What follows belongs to an exercise in optimizing a design on an open flow for small area; a production flow would make more cautious choices. The RTL was checked by simulation tests, not by an equivalence proof against the original design. The flow treats the clock pin as an ideal source, which a real chip does not have.

==> job 4771: inputs <==
==> flow/design.v <==
module test(
input rst,
input sigin,
input sysclk,
input modecontrol,
output highfreq,
output [7:0]Cathodes,
output[3:0] AN
);
assign highfreq = modecontrol;
reg iq, iqq, oq;
reg [2:0] ts;
reg tout;
wire irise = iq & ~iqq;
wire osig = modecontrol ? tout : iq;
wire orise = osig & ~oq;
always @(posedge sysclk) begin
  if (rst) begin
    iq <= 0; iqq <= 0; oq <= 0; ts <= 0; tout <= 0;
  end else begin
    iq <= sigin; iqq <= iq; oq <= osig;
    if (irise) begin
      if (ts == 3'd4) begin ts <= 0; tout <= ~tout; end
      else ts <= ts + 1'b1;
    end
  end
end
reg [6:0] p;
reg [9:0] q;
reg ph;                       
wire tick = (p == 7'd99);
wire g = (p == 7'd49) && (q == 10'd500);
always @(posedge sysclk) begin
  if (rst) begin
    p <= 7'd50; q <= 0; ph <= 0;
  end else begin
    p <= tick ? 7'd0 : p + 1'b1;
    if (tick) q <= (q == 10'd999) ? 10'd0 : q + 1'b1;
    if (g) ph <= ~ph;
  end
end
reg r;
reg [3:0] c0, c1, c2, c3;
wire clr = rst | (g & ph);
always @(posedge sysclk) begin
  r <= ~rst & orise & ~ph & ~g;
  if (clr) begin
    c0 <= 0; c1 <= 0; c2 <= 0; c3 <= 0;
  end else if (r) begin
    c0 <= (c0 == 4'd9) ? 4'd0 : c0 + 1'b1;
    if (c0 == 4'd9) begin
      c1 <= (c1 == 4'd9) ? 4'd0 : c1 + 1'b1;
      if (c1 == 4'd9) begin
        c2 <= (c2 == 4'd9) ? 4'd0 : c2 + 1'b1;
        if (c2 == 4'd9)
          c3 <= (c3 == 4'd9) ? 4'd0 : c3 + 1'b1;
      end
    end
  end
end
reg [3:0] dig;
always @(posedge sysclk) begin
  if (rst) dig <= 4'hF;
  else if (tick)
    case (q[1:0])
      2'd0: dig <= c0;
      2'd1: dig <= c1;
      2'd2: dig <= c2;
      default: dig <= c3;
    endcase
end
wire [3:0] d = dig;
wire [6:0] seg;
assign seg[0] = (d[0] & ~d[1] & ~d[2] & ~d[3]) | (d[2] & d[3]) | (~d[0] & ~d[1] & d[2]);
assign seg[1] = (~d[0] & d[1] & d[2]) | (d[1] & d[3]) | (d[0] & ~d[1] & d[2]);
assign seg[2] = (d[1] & d[3]) | (~d[0] & d[1] & ~d[2]);
assign seg[3] = (~d[0] & ~d[1] & d[2]) | (d[0] & ~d[1] & ~d[2] & ~d[3]) | (d[0] & d[1] & d[2]);
assign seg[4] = (~d[1] & d[2]) | d[0];
assign seg[5] = (d[1] & ~d[2]) | (d[0] & ~d[2] & ~d[3]) | (d[0] & d[1]);
assign seg[6] = (~d[1] & ~d[2] & ~d[3]) | (d[0] & d[1] & d[2]);
wire blank = d[3] & d[1];
assign Cathodes = {1'b1, seg};
assign AN = {4{blank}} | ~{q[1:0] == 2'd0, q[1:0] == 2'd3, q[1:0] == 2'd2, q[1:0] == 2'd1};
endmodule
==> flow/run.sh <==
#!/bin/bash
# synth_recipe.tcl (not shown) runs the flow's synth.tcl, then flattens the netlist and writes it again
# the make line also repeats each setting of config.mk as NAME=value (left out here)
make -C /OpenROAD-flow-scripts/flow DESIGN_CONFIG=/design/flow/config.mk WORK_HOME=/design/flow/orfs CLKGATE_MAP_FILE= SYNTH_SCRIPT=/design/flow/synth_recipe.tcl finish
==> flow/config.mk <==
export PLATFORM = sky130hd
export DESIGN_NAME = test
export DESIGN_NICKNAME = test
export VERILOG_FILES = /design/flow/design.v
export SDC_FILE = /design/flow/constraint.sdc
export NUM_CORES = 4
export LEC_CHECK = 0
export CAP_MARGIN = 20
export CORE_MARGIN = 2
export CORE_UTILIZATION = 40
export CTS_BUF_LIST = sky130_fd_sc_hd__clkbuf_8
export CTS_CLUSTER_DIAMETER = 200
export CTS_CLUSTER_SIZE = 60
export SLEW_MARGIN = 20
==> flow/constraint.sdc <==
create_clock -name core_clock -period 15.0 [get_ports {sysclk}]
set_input_delay 3.0000 -clock core_clock [delete_from_list [all_inputs] [get_ports {sysclk}]]
set_output_delay 3.0000 -clock core_clock [all_outputs]
set_load 0.01 [all_outputs]
==> job 966: changes against job 4771 <==
==> flow/design.v (replaced) <==
module test(
input rst,
input sigin,
input sysclk,
input modecontrol,
output highfreq,
output [7:0]Cathodes,
output[3:0] AN
);
assign highfreq = modecontrol;
reg iq, iqq, oq;
reg [2:0] ts;
reg tout;
wire irise = iq & ~iqq;
wire osig = modecontrol ? tout : iq;
wire orise = osig & ~oq;
always @(posedge sysclk) begin
  iqq <= iq; oq <= osig;
  if (rst) begin
    iq <= 0; ts <= 0; tout <= 0;
  end else begin
    iq <= sigin;
    if (irise) begin
      if (ts == 3'd4) begin ts <= 0; tout <= ~tout; end
      else ts <= ts + 1'b1;
    end
  end
end
reg [6:0] p;
reg [9:0] q;
reg ph;                       
wire tick = (p == 7'd93);
wire g = (p == 7'd125) && (&q);
wire [10:0] qn = q + tick;
always @(posedge sysclk) begin
  if (rst) begin
    p <= 7'd122; q <= 10'd523; ph <= 0;
  end else begin
    p <= tick ? 7'd1 : {p[5:0], p[6] ^ p[5]};
    q <= qn[9:0] | {5'd0, qn[10], qn[10], 3'd0};
    if (g) ph <= ~ph;
  end
end
reg r;
reg [15:0] c;
wire clr = rst | (g & ph);
wire [4:0] e;
assign e[0] = r;
genvar i;
generate for (i = 0; i < 4; i = i + 1) begin : dg
  wire [3:0] b = c[4*i+3:4*i];
  wire [3:0] t;
  assign t[0] = e[i];
  assign t[1] = e[i] & b[0] & ~b[3];
  assign t[2] = e[i] & b[0] & b[1];
  assign t[3] = e[i] & b[0] & (b[3] | (b[1] & b[2]));
  assign e[i+1] = e[i] & b[0] & b[3];
  always @(posedge sysclk) c[4*i+3:4*i] <= clr ? 4'd0 : b ^ t;
end endgenerate
always @(posedge sysclk) r <= ~rst & orise & ~ph & ~g;
reg [3:0] dig;
wire [1:0] sel = q[1:0];
wire [3:0] m = sel[1] ? (sel[0] ? c[3:0] : c[15:12]) : (sel[0] ? c[11:8] : c[7:4]);
always @(posedge sysclk) dig <= rst ? 4'hF : tick ? m : dig;
wire [3:0] d = dig;
wire [6:0] seg;
assign seg[0] = (d[0] & ~d[1] & ~d[2] & ~d[3]) | (d[2] & d[3]) | (~d[0] & ~d[1] & d[2]);
assign seg[1] = (~d[0] & d[1] & d[2]) | (d[1] & d[3]) | (d[0] & ~d[1] & d[2]);
assign seg[2] = (d[1] & d[3]) | (~d[0] & d[1] & ~d[2]);
assign seg[3] = (~d[0] & ~d[1] & d[2]) | (d[0] & ~d[1] & ~d[2] & ~d[3]) | (d[0] & d[1] & d[2]);
assign seg[4] = (~d[1] & d[2]) | d[0];
assign seg[5] = (d[1] & ~d[2]) | (d[0] & ~d[2] & ~d[3]) | (d[0] & d[1]);
assign seg[6] = (~d[1] & ~d[2] & ~d[3]) | (d[0] & d[1] & d[2]);
wire blank = d[3] & d[1];
assign Cathodes = {1'b1, seg};
assign AN = {4{blank}} | ~{sel == 2'd3, sel == 2'd2, sel == 2'd1, sel == 2'd0};
endmodule
==> flow/flow/run.sh (new file) <==
#!/bin/bash
# The standard ORFS layout (standard.sh) with these changes:
# - synthesis is standard.sh's own script (synth_recipe.tcl, unchanged) but
#   the ABC technology mapping runs the area-oriented script flow/area.abc in
#   place of ORFS's speed script (the 15 ns clock leaves ample slack);
# - before floorplanning, each gate is swapped for the smallest cell of the
#   same function (flow/downsize.tcl); repair steps size up where needed;
# - port buffers are the smallest buffer cell;
# - the clock tree is flat: three clock buffers fed by the clock port, each
#   driving the registers of one third of the core (split by x) (flow/pre_cts.tcl;
#   TritonCTS then finds the clock already buffered and leaves it).
# Each tool's output goes to standard.log here and to ORFS's logs under orfs/.
set -euo pipefail
W=$PWD
cat > "$W/my_synth.tcl" <<EOT
# Run synth_recipe.tcl with flow/area.abc as the ABC script.
proc abc {args} {
  set i [lsearch -exact \$args -script]
  if {\$i >= 0} { lset args [expr {\$i + 1}] $W/flow/area.abc }
  yosys abc {*}\$args
}
source $W/synth_recipe.tcl
EOT
sed "s#SYNTH_SCRIPT=[^ ]*synth_recipe.tcl#SYNTH_SCRIPT=$W/my_synth.tcl#" standard.sh > my_standard.sh
grep -q "SYNTH_SCRIPT=$W/my_synth.tcl" my_standard.sh
export BUFFER_PORTS_ARGS="-buffer_cell sky130_fd_sc_hd__buf_1"
export PRE_FLOORPLAN_TCL="$W/flow/downsize.tcl"
export PRE_CTS_TCL="$W/flow/pre_cts.tcl"
bash my_standard.sh > standard.log 2>&1
==> flow/flow/area.abc (new file) <==
strash
ifraig
scorr
&get -n
&deepsyn -T 20
&put
strash
&get -n
&dch -f
&nf -R 1000 -p
&put
==> flow/flow/downsize.tcl (new file) <==
# Gate sizing for area: the synthesis mapper sizes gates for a much tighter
# clock than the 15 ns target, so swap each gate for the smallest cell of the
# same function (same sky130 cell name without the drive suffix). Later
# repair_design and repair_timing steps size up again wherever slew,
# capacitance or timing need it.
set nswap 0
set saved 0.0
foreach inst [get_cells *] {
  set ref [get_property $inst ref_name]
  if {![regexp {^(sky130_fd_sc_hd__[a-z0-9]+)_([0-9]+)$} $ref -> base drive]} { continue }
  set best $ref
  set best_area [get_property [get_lib_cells $ref] area]
  foreach lc [get_lib_cells ${base}_*] {
    set n [get_property $lc name]
    if {![regexp {_[0-9]+$} $n]} { continue }
    if {[string first $n $::env(DONT_USE_CELLS)] >= 0} { continue }
    set a [get_property $lc area]
    if {$a < $best_area - 1e-6} { set best $n; set best_area $a }
  }
  if {$best ne $ref} {
    set saved [expr {$saved + [get_property [get_lib_cells $ref] area] - $best_area}]
    replace_cell $inst $best
    incr nswap
  }
}
puts "downsize: $nswap cells swapped, [format %.1f $saved] um2 saved"
==> flow/flow/pre_cts.tcl (new file) <==
# Flat clock tree: split the clock sinks into three groups by x position and
# drive each group from the clock port through one clock buffer placed at the
# group's centroid.
set block [ord::get_db_block]
set dbu [$block getDbUnitsPerMicron]
set sinks {}
foreach it [[$block findNet sysclk] getITerms] {
  set inst [$it getInst]
  set loc [$inst getLocation]
  lappend sinks [list [lindex $loc 0] [lindex $loc 1] "[$inst getName]/[[$it getMTerm] getName]"]
}
set ngroups 3
set byx [lsort -integer -index 0 $sinks]
set n [llength $byx]
for {set k 0} {$k < $ngroups} {incr k} {
  set grp [lrange $byx [expr {$k * $n / $ngroups}] [expr {($k + 1) * $n / $ngroups - 1}]]
  set sx 0; set sy 0; set pins {}
  foreach s $grp {
    set sx [expr {$sx + [lindex $s 0]}]; set sy [expr {$sy + [lindex $s 1]}]
    lappend pins [get_pins [lindex $s 2]]
  }
  set m [llength $grp]
  set x [expr {double($sx) / $m / $dbu}]; set y [expr {double($sy) / $m / $dbu}]
  puts "clock group $k: $m sinks, buffer at $x $y"
  insert_buffer -buffer_cell sky130_fd_sc_hd__clkbuf_8 -net sysclk -load_pins $pins \
    -location [list $x $y] -buffer_name clkleaf_$k -net_name clkleaf_net_$k
}
detailed_placement
==> flow/standard.sh (new file) <==
#!/bin/bash
# synth_recipe.tcl (not shown) runs the flow's synth.tcl, then flattens the netlist and writes it again
# the make line also repeats each setting of config.mk as NAME=value (left out here)
make -C /OpenROAD-flow-scripts/flow DESIGN_CONFIG=/design/flow/config.mk WORK_HOME=/design/flow/orfs CLKGATE_MAP_FILE= SYNTH_SCRIPT=/design/flow/synth_recipe.tcl "${@:-finish}"
CAP_MARGIN = 0   (was 20)
CTS_BUF_LIST = default   (was sky130_fd_sc_hd__clkbuf_8)
CTS_CLUSTER_DIAMETER = default   (was 200)
CTS_CLUSTER_SIZE = default   (was 60)
SLEW_MARGIN = 0   (was 20)
removed: flow/run.sh
==> job 5510: changes against job 4771 <==
CTS_BUF_LIST = default   (was sky130_fd_sc_hd__clkbuf_8)
CTS_CLUSTER_DIAMETER = default   (was 200)
CTS_CLUSTER_SIZE = default   (was 60)
==> flow_summary.json <==
{
  "yosys.area_share.adder_pct": 4.267,
  "n_tap_cell": 72,
  "synth_compound_area_share_pct": 16.16,
  "min_period_ns": 7.032,
  "n_all_inverters": 12,
  "status": "no timing/DRC/antenna violations",
  "dr_wl_met3_um": 103,
  "r2r_start": "c1[1]",
  "netlist.area_leader.share_pct": 39.25,
  "seq_share_pct": 34.72,
  "period_share_pct": 46.88
}
Source of the figures above: job 5510

==> flow_summary.json <==
{
  "period_share_pct": 41.66,
  "synth_compound_area_share_pct": 12.69,
  "yosys.area_share.adder_pct": 5.398,
  "n_all_inverters": 4,
  "netlist.area_leader.share_pct": 49.66,
  "n_tap_cell": 52,
  "status": "no timing/DRC/antenna violations",
  "dr_wl_met3_um": 100,
  "seq_share_pct": 45.83,
  "r2r_start": "c[0]"
}
Source of the figures above: job 966

==> flow_summary.json <==
{
  "status": "no timing/DRC/antenna violations",
  "dr_wl_met3_um": 103,
  "yosys.area_share.adder_pct": 4.267,
  "synth_area_leaders": "dfxtp_1, nand2_1, ha_1",
  "period_share_pct": 46.88,
  "n_all_inverters": 12,
  "r2r_start": "c1[1]",
  "synth_compound_area_share_pct": 16.16,
  "seq_share_pct": 34.72,
  "min_period_ns": 7.032
}
Source of the figures above: job 4771

-- static timing again, ports no longer ideal --
The flow's constraints put no driver on any port. The routed layouts listed below were extracted and timed again, unchanged, in two steps.
Step 1: set_driving_cell puts a clkbuf_16 on sysclk and a buf_2 on each other input, an assumption about the parent block.
Step 2 times the ports against the registers' clock, not the clock port: input delays grow and output delays shrink by t, the midpoint of the rising clock arrivals with the driver on.
Slacks: no drivers / after step 1 / after step 2; pairs: no drivers / after step 1.
| run | t, ns | setup slack, ns | hold WS [ns] |
|---|---|---|---|
| job 4771 | 0.325 | 7.968 / 7.943 / 7.943 | 0.390 / 0.390 / 0.390 |
| job 966 | 0.192 | 8.751 / 8.729 / 8.729 | 0.365 / 0.365 / 0.365 |
| job 5510 | 0.325 | 7.968 / 7.943 / 7.943 | 0.390 / 0.390 / 0.390 |
After both steps setup and hold are still met in every run listed.
